What follows belongs to an exercise in optimizing a design on an open flow for small area, a short achievable clock period and few clock cycles; a production flow would make more cautious choices.
RTL that was checked went through simulation tests only; none was proved equivalent to the original.

== P ==
Design std_sdiv_pipe, start of the top module:
module std_sdiv_pipe #(
    parameter WIDTH = 32
) (
    input                           reset,
    input                           clk,
    input                           go,
    input  logic signed [WIDTH-1:0] left,
    input  logic signed [WIDTH-1:0] right,
    output logic signed [WIDTH-1:0] out_quotient,
    output logic signed [WIDTH-1:0] out_remainder,
    output logic                    done
);
Size in the first run: ~110 flip-flops, ~130 I/O pins.
==> module std_sdiv_pipe, before the edit <==
module std_sdiv_pipe #(
    parameter WIDTH = 32
) (
    input                           reset,
    input                           clk,
    input                           go,
    input  logic signed [WIDTH-1:0] left,
    input  logic signed [WIDTH-1:0] right,
    output logic signed [WIDTH-1:0] out_quotient,
    output logic signed [WIDTH-1:0] out_remainder,
    output logic                    done
);
  function automatic [5:0] clz32(input [31:0] x);
    logic [15:0] v1; logic [15:0]      c1;
    logic [7:0]  v2; logic [7:0][1:0]  c2;
    logic [3:0]  v4; logic [3:0][2:0]  c4;
    logic [1:0]  v8; logic [1:0][3:0]  c8;
    logic        v16; logic [4:0]      c16;
    integer i;
    begin
      for (i = 0; i < 16; i = i + 1) begin
        v1[i] = x[2*i+1] | x[2*i];
        c1[i] = ~x[2*i+1];
      end
      for (i = 0; i < 8; i = i + 1) begin
        v2[i] = v1[2*i+1] | v1[2*i];
        c2[i] = v1[2*i+1] ? {1'b0, c1[2*i+1]} : {1'b1, c1[2*i]};
      end
      for (i = 0; i < 4; i = i + 1) begin
        v4[i] = v2[2*i+1] | v2[2*i];
        c4[i] = v2[2*i+1] ? {1'b0, c2[2*i+1]} : {1'b1, c2[2*i]};
      end
      for (i = 0; i < 2; i = i + 1) begin
        v8[i] = v4[2*i+1] | v4[2*i];
        c8[i] = v4[2*i+1] ? {1'b0, c4[2*i+1]} : {1'b1, c4[2*i]};
      end
      v16 = v8[1] | v8[0];
      c16 = v8[1] ? {1'b0, c8[1]} : {1'b1, c8[0]};
      clz32 = v16 ? {1'b0, c16} : 6'd32;
    end
  endfunction
  localparam logic [1:0] IDLE = 2'd0, ALIGN = 2'd1, ITER = 2'd2, FIX = 2'd3;
  logic [1:0]  phase;
  logic [31:0] P, D, Q;
  logic [4:0]  cnt;
  logic        last, cin;
  logic        s, ls;
  wire [31:0] abs_l = left[31] ? -left : left;
  wire [31:0] abs_r = right[31] ? -right : right;
  wire        l_nz = |left;
  wire        r_nz = |right;
  wire [5:0]  sh = clz32(D) - clz32(P);
  wire        sh_pos = ~sh[5] & (sh[4:0] != 5'd0);
  wire [4:0]  sh_amt = sh_pos ? sh[4:0] : 5'd0;
  wire [31:0] diff;
  wire        ge;
  sdiv_sub32 u_sub (.a(P), .b(D), .cin(cin), .diff(diff), .ge(ge));
  wire        p_zero = (P == 32'd0);
  always_ff @(posedge clk) begin
    if (reset) begin
      phase <= IDLE;
      done <= 1'b0;
    end else begin
      done <= 1'b0;
      case (phase)
        IDLE: if (go) begin
          if (l_nz & r_nz) phase <= ALIGN;
          else done <= 1'b1;
        end
        ALIGN: phase <= ITER;
        ITER: if (last) begin
          if (ls | s) phase <= FIX;
          else begin
            phase <= IDLE;
            done <= 1'b1;
          end
        end
        FIX: begin
          phase <= IDLE;
          done <= 1'b1;
        end
      endcase
    end
  end
  always_ff @(posedge clk) begin
    case (phase)
      IDLE: if (go) begin
        P <= r_nz ? abs_l : left;
        D <= abs_r;
        Q <= {32{l_nz & ~r_nz}};
        s <= left[31] ^ right[31];
        ls <= left[31];
      end
      ALIGN: begin
        D <= D << sh_amt;
        cnt <= sh_amt;
        last <= ~sh_pos;
        cin <= 1'b1;
      end
      ITER: begin
        if (ge) P <= diff;
        Q <= {Q[30:0], ge};
        if (!last) D <= {1'b0, D[31:1]};
        else if (!s) D <= 32'd0;
        cnt <= cnt - 5'd1;
        last <= (cnt == 5'd1);
        cin <= ~(last & ls);
      end
      FIX: begin
        P <= (s & p_zero) ? 32'd0 : (ls ? ~diff : diff);
      end
    endcase
  end
  assign out_quotient = s ? -Q : Q;
  assign out_remainder = P;
endmodule
==> flow/config.mk <==
export PLATFORM = sky130hd
export DESIGN_NAME = std_sdiv_pipe
export DESIGN_NICKNAME = std_sdiv_pipe
export VERILOG_FILES = /design/flow/design.v
export SDC_FILE = /design/flow/constraint.sdc
export NUM_CORES = 4
export LEC_CHECK = 0
export CAP_MARGIN = 20
export CORE_MARGIN = 2
export CORE_UTILIZATION = 40
export PLACE_DENSITY = 0.6
export SLEW_MARGIN = 20
==> flow/constraint.sdc <==
create_clock -name core_clock -period 6.0 [get_ports {clk}]
set_input_delay 1.2000 -clock core_clock [delete_from_list [all_inputs] [get_ports {clk}]]
set_output_delay 1.2000 -clock core_clock [all_outputs]
set_load 0.01 [all_outputs]
run.sh (not shown) runs the stock make flow with config.mk's settings and CLKGATE_MAP_FILE= SYNTH_SCRIPT=/design/flow/synth_recipe.tcl, a recipe that flattens the netlist after the stock synthesis.
The inputs of Q differ from those of P as listed below.
--- a/flow/design.v
+++ b/flow/design.v
@@ -87,7 +87,6 @@
   wire        l_nz = |left;
   wire        r_nz = |right;
+  wire        sgn = left[31] ^ right[31];
   wire [5:0]  sh = clz32(D) - clz32(P);
-  wire        sh_pos = ~sh[5] & (sh[4:0] != 5'd0);
-  wire [4:0]  sh_amt = sh_pos ? sh[4:0] : 5'd0;
   wire [31:0] diff;
   wire        ge;
@@ -105,5 +104,10 @@
           else done <= 1'b1;
         end
-        ALIGN: phase <= ITER;
+        ALIGN: if (!sh[5]) phase <= ITER;
+        else if (ls | s) phase <= FIX;
+        else begin
+          phase <= IDLE;
+          done <= 1'b1;
+        end
         ITER: if (last) begin
           if (ls | s) phase <= FIX;
@@ -125,13 +129,15 @@
         P <= r_nz ? abs_l : left;
         D <= abs_r;
-        Q <= {32{l_nz & ~r_nz}};
-        s <= left[31] ^ right[31];
+        Q <= (l_nz & ~r_nz) ? (sgn ? 32'd1 : 32'hffffffff) : 32'd0;
+        s <= sgn;
         ls <= left[31];
+        cin <= 1'b1;
       end
       ALIGN: begin
-        D <= D << sh_amt;
-        cnt <= sh_amt;
-        last <= ~sh_pos;
-        cin <= 1'b1;
+        if (!sh[5]) D <= D << sh[4:0];
+        else if (!s) D <= 32'd0;
+        cnt <= sh[4:0];
+        last <= (sh[4:0] == 5'd0);
+        cin <= ~(sh[5] & ls);
       end
       ITER: begin
@@ -146,8 +152,9 @@
       FIX: begin
         P <= (s & p_zero) ? 32'd0 : (ls ? ~diff : diff);
+        if (s) Q <= -Q;
       end
     endcase
   end
-  assign out_quotient = s ? -Q : Q;
+  assign out_quotient = Q;
   assign out_remainder = P;
 endmodule
Notes after the runs:
On Q: met2 layer usage reported by global route is 3.1 points lower than what P gave. On worst-skew pair later-pin latency, P and Q are basically level. P → Q: wire length on met3 moved up; count of mapped cells out of synthesis moved down.
No run of this note included a check of the RTL's function; only the layout flow was run.


Setup of v2:
Another version of the RTL of std_sdiv_pipe (not shown whole).
For scale: about 2000 cells after synthesis, roughly 110 flip-flops, about 130 I/O pins, roughly 12000 sq um of cells after synthesis.
==> module std_sdiv_pipe, before the edit <==
module std_sdiv_pipe #(
    parameter WIDTH = 32
) (
    input                           reset,
    input                           clk,
    input                           go,
    input  logic signed [WIDTH-1:0] left,
    input  logic signed [WIDTH-1:0] right,
    output logic signed [WIDTH-1:0] out_quotient,
    output logic signed [WIDTH-1:0] out_remainder,
    output logic                    done
);
  function automatic [5:0] clz32(input [31:0] x);
    logic [15:0] v1; logic [15:0]      c1;
    logic [7:0]  v2; logic [7:0][1:0]  c2;
    logic [3:0]  v4; logic [3:0][2:0]  c4;
    logic [1:0]  v8; logic [1:0][3:0]  c8;
    logic        v16; logic [4:0]      c16;
    integer i;
    begin
      for (i = 0; i < 16; i = i + 1) begin
        v1[i] = x[2*i+1] | x[2*i];
        c1[i] = ~x[2*i+1];
      end
      for (i = 0; i < 8; i = i + 1) begin
        v2[i] = v1[2*i+1] | v1[2*i];
        c2[i] = v1[2*i+1] ? {1'b0, c1[2*i+1]} : {1'b1, c1[2*i]};
      end
      for (i = 0; i < 4; i = i + 1) begin
        v4[i] = v2[2*i+1] | v2[2*i];
        c4[i] = v2[2*i+1] ? {1'b0, c2[2*i+1]} : {1'b1, c2[2*i]};
      end
      for (i = 0; i < 2; i = i + 1) begin
        v8[i] = v4[2*i+1] | v4[2*i];
        c8[i] = v4[2*i+1] ? {1'b0, c4[2*i+1]} : {1'b1, c4[2*i]};
      end
      v16 = v8[1] | v8[0];
      c16 = v8[1] ? {1'b0, c8[1]} : {1'b1, c8[0]};
      clz32 = v16 ? {1'b0, c16} : 6'd32;
    end
  endfunction
  localparam logic [1:0] IDLE = 2'd0, ALIGN = 2'd1, ITER = 2'd2, FIX = 2'd3;
  logic [1:0]  phase;
  logic [31:0] P, D, Q;
  logic [4:0]  cnt;
  logic        last, cin;
  logic        s, ls;
  wire [31:0] abs_l = left[31] ? -left : left;
  wire [31:0] abs_r = right[31] ? -right : right;
  wire        l_nz = |left;
  wire        r_nz = |right;
  wire        sgn = left[31] ^ right[31];
  wire [5:0]  sh = clz32(D) - clz32(P);
  wire [31:0] diff;
  wire        ge;
  sdiv_sub32 u_sub (.a(P), .b(D), .cin(cin), .diff(diff), .ge(ge));
  wire        p_zero = (P == 32'd0);
  wire        skip = sh[5] | (s & ~ge);
  always_ff @(posedge clk) begin
    if (reset) begin
      phase <= IDLE;
      done <= 1'b0;
    end else begin
      done <= 1'b0;
      case (phase)
        IDLE: if (go) begin
          if (l_nz & r_nz) phase <= ALIGN;
          else done <= 1'b1;
        end
        ALIGN: if (!skip) phase <= ITER;
        else if (ls | s) phase <= FIX;
        else begin
          phase <= IDLE;
          done <= 1'b1;
        end
        ITER: if (last) begin
          if (ls | s) phase <= FIX;
          else begin
            phase <= IDLE;
            done <= 1'b1;
          end
        end
        FIX: begin
          phase <= IDLE;
          done <= 1'b1;
        end
      endcase
    end
  end
  always_ff @(posedge clk) begin
    case (phase)
      IDLE: if (go) begin
        P <= r_nz ? abs_l : left;
        D <= abs_r;
        Q <= (l_nz & ~r_nz) ? (sgn ? 32'd1 : 32'hffffffff) : 32'd0;
        s <= sgn;
        ls <= left[31];
        cin <= 1'b1;
      end
      ALIGN: begin
        if (!sh[5]) D <= D << sh[4:0];
        else if (!s) D <= 32'd0;
        if (s & ge) P <= diff;
        Q <= {32{s & ~skip}};
        cnt <= sh[4:0];
        last <= (sh[4:0] == 5'd0);
        cin <= ~(skip & ls);
      end
      ITER: begin
        if (ge) P <= diff;
        Q <= {Q[30:0], ge ^ s};
        if (!last) D <= {1'b0, D[31:1]};
        else if (!s) D <= 32'd0;
        cnt <= cnt - 5'd1;
        last <= (cnt == 5'd1);
        cin <= ~(last & ls);
      end
      FIX: begin
        P <= (s & p_zero) ? 32'd0 : (ls ? ~diff : diff);
      end
    endcase
  end
  assign out_quotient = Q;
  assign out_remainder = P;
endmodule
Settings: LEC_CHECK=0, ABC_AREA=1, CAP_MARGIN=20, CORE_MARGIN=2, CORE_UTILIZATION=40, PLACE_DENSITY=0.6, SETUP_SLACK_MARGIN=2.0, SLEW_MARGIN=20; clock period 6.0 ns.
Testbench counts of v2, summed over its fixed seeds: cycles 12,688.
Here is what was changed in the inputs of v33 compared with v2.
diff --git a/flow/design.v b/flow/design.v
--- a/flow/design.v
+++ b/flow/design.v
@@ -80,13 +80,27 @@
   logic [1:0]  phase;
   logic [31:0] P, D, Q;
   logic [4:0]  cnt;
-  logic        last, cin;
-  logic        s, ls;
+  logic        s, ls, skp;
+  wire         last = (cnt == 5'd0);
+  wire         cin = ~((phase == FIX) & ls);
   wire [31:0] abs_l = left[31] ? -left : left;
   wire [31:0] abs_r = right[31] ? -right : right;
   wire        l_nz = |left;
   wire        r_nz = |right;
   wire        sgn = left[31] ^ right[31];
+  wire [31:0] l_x = left ^ {32{left[31]}};
+  wire [31:0] r_x = right ^ {32{right[31]}};
+  wire [31:0] u = left[31] ? {l_x[30:0], 1'b1} : l_x;
+  function automatic [31:0] ones_at_or_above(input [31:0] x);
+    integer k;
+    begin
+      ones_at_or_above[31] = x[31];
+      for (k = 30; k >= 0; k = k - 1)
+        ones_at_or_above[k] = ones_at_or_above[k+1] | x[k];
+    end
+  endfunction
+  wire [31:0] u_above = ones_at_or_above(u);
+  wire        lt = |(r_x & ~u_above);
   wire [5:0]  sh = clz32(D) - clz32(P);
   wire [31:0] diff;
   wire        ge;
@@ -101,15 +115,11 @@
       done <= 1'b0;
       case (phase)
         IDLE: if (go) begin
-          if (l_nz & r_nz) phase <= ALIGN;
+          if (l_nz & r_nz & ~lt) phase <= ALIGN;
+          else if (l_nz & (left[31] | right[31])) phase <= FIX;
           else done <= 1'b1;
         end
-        ALIGN: if (!skip) phase <= ITER;
-        else if (ls | s) phase <= FIX;
-        else begin
-          phase <= IDLE;
-          done <= 1'b1;
-        end
+        ALIGN: phase <= ITER;
         ITER: if (last) begin
           if (ls | s) phase <= FIX;
           else begin
@@ -127,21 +137,19 @@
   always_ff @(posedge clk) begin
     case (phase)
       IDLE: if (go) begin
-        P <= r_nz ? abs_l : left;
-        D <= abs_r;
+        P <= abs_l;
+        D <= (lt & ~sgn) ? 32'd0 : abs_r;
         Q <= (l_nz & ~r_nz) ? (sgn ? 32'd1 : 32'hffffffff) : 32'd0;
         s <= sgn;
         ls <= left[31];
-        cin <= 1'b1;
+        skp <= 1'b0;
       end
       ALIGN: begin
         if (!sh[5]) D <= D << sh[4:0];
-        else if (!s) D <= 32'd0;
         if (s & ge) P <= diff;
-        Q <= {32{s & ~skip}};
-        cnt <= sh[4:0];
-        last <= (sh[4:0] == 5'd0);
-        cin <= ~(skip & ls);
+        Q <= {32{s}};
+        skp <= skip;
+        cnt <= sh[5] ? 5'd0 : sh[4:0];
       end
       ITER: begin
         if (ge) P <= diff;
@@ -149,11 +157,10 @@
         if (!last) D <= {1'b0, D[31:1]};
         else if (!s) D <= 32'd0;
         cnt <= cnt - 5'd1;
-        last <= (cnt == 5'd1);
-        cin <= ~(last & ls);
       end
       FIX: begin
-        P <= (s & p_zero) ? 32'd0 : (ls ? ~diff : diff);
+        if (!(s & p_zero)) P <= ls ? ~diff : diff;
+        if (skp) Q <= 32'd0;
       end
     endcase
   end
==> comparison <==
Compared to v2, v33 has fewer flip-flops.
On v33: horizontal die dimension is 3.5% lower than what v2 gave.
Relative to v2, the multi-input combinational area share of v33 is lower by 3.4 points.
Diff v33 and v2: global-route usage lower in v2
Going from v2 to v33, tap cell instance count lower, non-clock buffer count went up about 36%, setup-violating endpoint count in the final report has remained practically unchanged.
Between v33 and v2, the number of nets in the layout is lower for v33.
Per the comparison of v33 with v2, die outline area decreased 2200 sq um, area share of buffers outside the clock network increased 4.6 points.
For v33, only the layout was checked, not whether the RTL still works.

==> separate check: timing with driven ports <==
The results above use ideal ports. As a check the final layouts listed here were re-extracted and re-timed, cells and wires unchanged. Step 1, drivers: a clkbuf_16 drives clk and a buf_2 each remaining input, both assumed. Step 2 times the ports against the registers' clock, not the clock port: input delays grow and output delays shrink by t, the midpoint of the rising clock arrivals with the driver on. Three values: no drivers, after step 1, after step 2; two values: the first two.
run	t, ns	setup slack, ns	hold slack, ns
P	0.410	0.323 / 0.323 / 0.323	0.590 / 0.590 / 0.590
Q	0.418	0.725 / 0.725 / 0.725	0.610 / 0.610 / 0.610
v2	0.414	2.189 / 2.189 / 1.950	0.534 / 0.534 / 0.534
v33	0.418	1.832 / 1.832 / 1.715	0.646 / 0.646 / 0.646
After both steps every run listed still meets setup and hold. For v2, which loses most, drivers alone change the setup slack by 0.000 ns; drivers and shift together by -0.239 ns.
